Source: an optimization exercise on an open RTL-to-GDS flow (aim: small area and a short achievable clock period). Production flows keep margins and buffers that such runs may drop. Only simulation tests tie the RTL to the original design; equivalence was not proved.

== east ==
## Chevychev_highpass
module Chevychev_highpass (
    data_in, data_out, clk, rst
);
Settings: LEC_CHECK=0, CAP_MARGIN=20, CORE_MARGIN=2, CORE_UTILIZATION=40, SLEW_MARGIN=20, SYNTH_HIERARCHICAL=1, SYNTH_MINIMUM_KEEP_SIZE=0; clock period 16.0 ns.
standard.sh (not shown) runs the stock make flow with config.mk's settings and CLKGATE_MAP_FILE= SYNTH_SCRIPT=/design/flow/synth_recipe.tcl, a recipe that flattens the netlist after the stock synthesis.
==> flow/flow/run.sh <==
#!/bin/bash
# The standard layout (standard.sh), with three changes to how it is made:
#  - port buffers are buf_4 instead of the default (a slow delay buffer),
#  - timing repair aims for 7.75 ns of setup slack (the design runs well below
#    the 16 ns clock, so the default repair would never act),
#  - clock tree: clkbuf_8 buffers, sinks clustered by 20 within 60 um, no
#    dummy loads.
# The full make output goes to standard_sh.log; ORFS keeps per-step logs in orfs/logs.
set -euo pipefail
bash standard.sh \
  "BUFFER_PORTS_ARGS=-buffer_cell sky130_fd_sc_hd__buf_4" \
  SETUP_SLACK_MARGIN=7.75 \
  "CTS_ARGS=-sink_clustering_enable -repair_clock_nets -dont_use_dummy_load -sink_clustering_size 20 -sink_clustering_max_diameter 60 -buf_list sky130_fd_sc_hd__clkbuf_8" \
  finish > standard_sh.log 2>&1
For south, these inputs were changed with respect to east:
diff --git a/flow/flow/run.sh b/flow/flow/run.sh
--- a/flow/flow/run.sh
+++ b/flow/flow/run.sh
@@ -4 +4 @@
-#  - timing repair aims for 7.75 ns of setup slack (the design runs well below
+#  - timing repair aims for 7.5 ns of setup slack (the design runs well below
@@ -12 +12 @@
-  SETUP_SLACK_MARGIN=7.75 \
+  SETUP_SLACK_MARGIN=7.5 \
Findings:
The run showing the smaller count of filler cells inserted in the layout is east.
Total global routing track utilization essentially unchanged between south and east.
Summed instance area of the synthesized netlist: south vs east identical

* * *

== run A ==
Chevychev_highpass, a different RTL version from the one above (not shown whole).
For scale: about 1100 cells after synthesis, roughly 15000 um^2 of cells after synthesis.
clock: 16.0 ns
lec_check: 0
cap_margin: 20
core_margin: 2
core_utilization: 40
slew_margin: 20
synth_hierarchical: 1
synth_minimum_keep_size: 0
==> flow/flow/run.sh <==
#!/bin/bash
# The standard layout (standard.sh), with three changes to how it is made:
#  - port buffers are buf_4 instead of the default (a slow delay buffer),
#  - timing repair aims for 7 ns of setup slack (the design runs well below
#    the 16 ns clock, so the default repair would never act),
#  - clock tree: clkbuf_8 buffers, sinks clustered by 20 within 60 um, no
#    dummy loads.
# The full make output goes to standard_sh.log; ORFS keeps per-step logs in orfs/logs.
set -euo pipefail
bash standard.sh \
  "BUFFER_PORTS_ARGS=-buffer_cell sky130_fd_sc_hd__buf_4" \
  SETUP_SLACK_MARGIN=7 \
  "CTS_ARGS=-sink_clustering_enable -repair_clock_nets -dont_use_dummy_load -sink_clustering_size 20 -sink_clustering_max_diameter 60 -buf_list sky130_fd_sc_hd__clkbuf_8" \
  finish > standard_sh.log 2>&1
Run A completed end to end with timing, DRC and antenna clean.
### run A -> run B
--- a/flow/flow/run.sh
+++ b/flow/flow/run.sh
@@ -10,5 +10,5 @@
 bash standard.sh \
   "BUFFER_PORTS_ARGS=-buffer_cell sky130_fd_sc_hd__buf_4" \
-  SETUP_SLACK_MARGIN=7 \
+  SETUP_SLACK_MARGIN=7.5 \
   "CTS_ARGS=-sink_clustering_enable -repair_clock_nets -dont_use_dummy_load -sink_clustering_size 20 -sink_clustering_max_diameter 60 -buf_list sky130_fd_sc_hd__clkbuf_8" \
   finish > standard_sh.log 2>&1
--- a/flow/config.mk
+++ b/flow/config.mk
@@ -8,5 +8,6 @@
 export CAP_MARGIN = 20
 export CORE_MARGIN = 2
-export CORE_UTILIZATION = 40
+export CORE_UTILIZATION = 70
+export PLACE_DENSITY = 0.75
 export SLEW_MARGIN = 20
 export SYNTH_HIERARCHICAL = 1
==> comparison <==
Against run A as the reference, run B delivers a higher multi-input gate share of the layout cell area.
Relative to run A, worst-case hold slack has gone down in run B.
Run B vs run A, source of the critical timing path: data_in[1] vs data_in[0]
Taking run B as 1.0, run A lands at 1.3 on die boundary height.
The slowest stage cell on the critical path comes out o41ai_2 in one run and or2_4 in the other, namely in run A and run B respectively.
Min critical path depth across run B and run A: run A
Taking run A as the reference, in run B setup slack went up by 350 ps, wire length after detailed routing went down by about 2.5%.
Input changes introduced in run C (baseline for comparison: run B):
--- a/flow/flow/run.sh
+++ b/flow/flow/run.sh
@@ -10,5 +10,5 @@
 bash standard.sh \
   "BUFFER_PORTS_ARGS=-buffer_cell sky130_fd_sc_hd__buf_4" \
-  SETUP_SLACK_MARGIN=7.5 \
+  SETUP_SLACK_MARGIN=8 \
   "CTS_ARGS=-sink_clustering_enable -repair_clock_nets -dont_use_dummy_load -sink_clustering_size 20 -sink_clustering_max_diameter 60 -buf_list sky130_fd_sc_hd__clkbuf_8" \
   finish > standard_sh.log 2>&1
--- a/flow/config.mk
+++ b/flow/config.mk
@@ -8,6 +8,5 @@
 export CAP_MARGIN = 20
 export CORE_MARGIN = 2
-export CORE_UTILIZATION = 70
-export PLACE_DENSITY = 0.75
+export CORE_UTILIZATION = 40
 export SLEW_MARGIN = 20
 export SYNTH_HIERARCHICAL = 1
### Flow results
- Area enclosed by the die boundary: run C and run B compared, higher one is run C
- Going from run B to run C, number of rows in the core area grew by 34%, worst setup timing slack at the placement stage grew by 140 ps.
- Run C: clock slew at the register clock pins of the worst setup and hold paths 30 ps below run B
- Measured against each other, run C and run B differ in global-route usage over all layers, the higher figure coming from run B.
- Run C vs run B: total via count in the routed design down
Relative to run C, the following input files were edited for run D:
--- a/flow/flow/run.sh
+++ b/flow/flow/run.sh
@@ -10,5 +10,5 @@
 bash standard.sh \
   "BUFFER_PORTS_ARGS=-buffer_cell sky130_fd_sc_hd__buf_4" \
-  SETUP_SLACK_MARGIN=8 \
+  SETUP_SLACK_MARGIN=7.5 \
   "CTS_ARGS=-sink_clustering_enable -repair_clock_nets -dont_use_dummy_load -sink_clustering_size 20 -sink_clustering_max_diameter 60 -buf_list sky130_fd_sc_hd__clkbuf_8" \
   finish > standard_sh.log 2>&1
## What came out
- Cell at the slowest stage of the critical path = o211ai_1: run C; cell at the slowest stage of the critical path = or2_4: run D
- Final critical delay including setup and external delays in run D is 51 ps below run C.
- Sort run D and run C by placer congestion estimate asc -> top: run C
- Every stage of the flow completed for run D, and the final layout passed the timing, design-rule and antenna checks.
- Per the comparison of run D with run C, non-clock buffer count in the final layout decreased about 37%; wire length after detailed routing decreased 360 um; depth of the most critical reg-to-reg path increased 1; max-capacitance violation count essentially unchanged.
- There was hardly any difference in global-route track usage on met2 between run C and run D.
- Higher share of cells above drive strength 1 goes to run C over run D.
## Diff of input files: run E against run D
--- a/flow/config.mk
+++ b/flow/config.mk
@@ -8,5 +8,5 @@
 export CAP_MARGIN = 20
 export CORE_MARGIN = 2
-export CORE_UTILIZATION = 40
+export CORE_UTILIZATION = 60
 export SLEW_MARGIN = 20
 export SYNTH_HIERARCHICAL = 1
- Run E vs. run D: xor-xnor portion of the synthesized cell area barely changed, fill cell total of the finished layout dropped 45%, via count of the routed design roughly the same.
- Max-cap violation count: run D vs run E identical
Inputs modified between run E and run F:
--- a/flow/flow/run.sh
+++ b/flow/flow/run.sh
@@ -11,4 +11,4 @@
   "BUFFER_PORTS_ARGS=-buffer_cell sky130_fd_sc_hd__buf_4" \
   SETUP_SLACK_MARGIN=7.5 \
-  "CTS_ARGS=-sink_clustering_enable -repair_clock_nets -dont_use_dummy_load -sink_clustering_size 20 -sink_clustering_max_diameter 60 -buf_list sky130_fd_sc_hd__clkbuf_8" \
+  "CTS_ARGS=-sink_clustering_enable -repair_clock_nets -dont_use_dummy_load -sink_clustering_size 30 -sink_clustering_max_diameter 100 -buf_list sky130_fd_sc_hd__clkbuf_8" \
   finish > standard_sh.log 2>&1
--- a/flow/config.mk
+++ b/flow/config.mk
@@ -8,5 +8,5 @@
 export CAP_MARGIN = 20
 export CORE_MARGIN = 2
-export CORE_UTILIZATION = 60
+export CORE_UTILIZATION = 40
 export SLEW_MARGIN = 20
 export SYNTH_HIERARCHICAL = 1
Notes after the runs:
- Final worst hold slack for run F is higher than for run E.
- The via count of run E and that of run F are within noise of each other.
- Endpoint arrival time on the critical path: run F vs run E — no meaningful difference
- Diff run E -> run F: worst relative slew slack went down; end-of-flow core utilization went down; top achievable clock speed did not really move.
- Post-CTS setup repair buffer count: run F < run E

==> separate check: timing with driven ports <==
How much do the figures lean on ideal ports? The routed layouts below were timed once more, with nothing changed but the port constraints. Step 1 assumes that a clkbuf_16 drives the clock port and a buf_2 every other input. Step 2, shift: input delay + t, output delay - t, t = (earliest + latest rising clock arrival at the registers) / 2. This alone moves slack from input paths to output paths. a / b / c = ideal / step 1 / step 2; a / b = the first two.
| run | shift t [ns] | slack for setup (ns) | hold WS [ns] | worst register clock-pin slew, ns |
|---|---|---|---|---|
| east | 0.535 | 7.557 / 7.508 / 7.508 | 0.497 / 0.497 / 0.497 | 0.11 / 0.11 |
| south | 0.533 | 7.525 / 7.481 / 7.481 | 0.498 / 0.498 / 0.498 | 0.10 / 0.10 |
| run A | 0.530 | 7.169 / 7.148 / 7.148 | 0.503 / 0.503 / 0.503 | 0.09 / 0.09 |
| run B | 0.518 | 7.523 / 7.476 / 7.476 | 0.497 / 0.497 / 0.497 | 0.11 / 0.11 |
| run C | 0.532 | 7.500 / 7.451 / 7.451 | 0.505 / 0.505 / 0.505 | 0.10 / 0.10 |
| run D | 0.534 | 7.551 / 7.520 / 7.520 | 0.502 / 0.502 / 0.502 | 0.09 / 0.09 |
| run E | 0.498 | 7.543 / 7.498 / 7.498 | 0.497 / 0.497 / 0.497 | 0.11 / 0.11 |
| run F | 0.534 | 7.551 / 7.520 / 7.520 | 0.502 / 0.502 / 0.502 | 0.09 / 0.09 |
After both steps setup and hold are still met in every run listed.
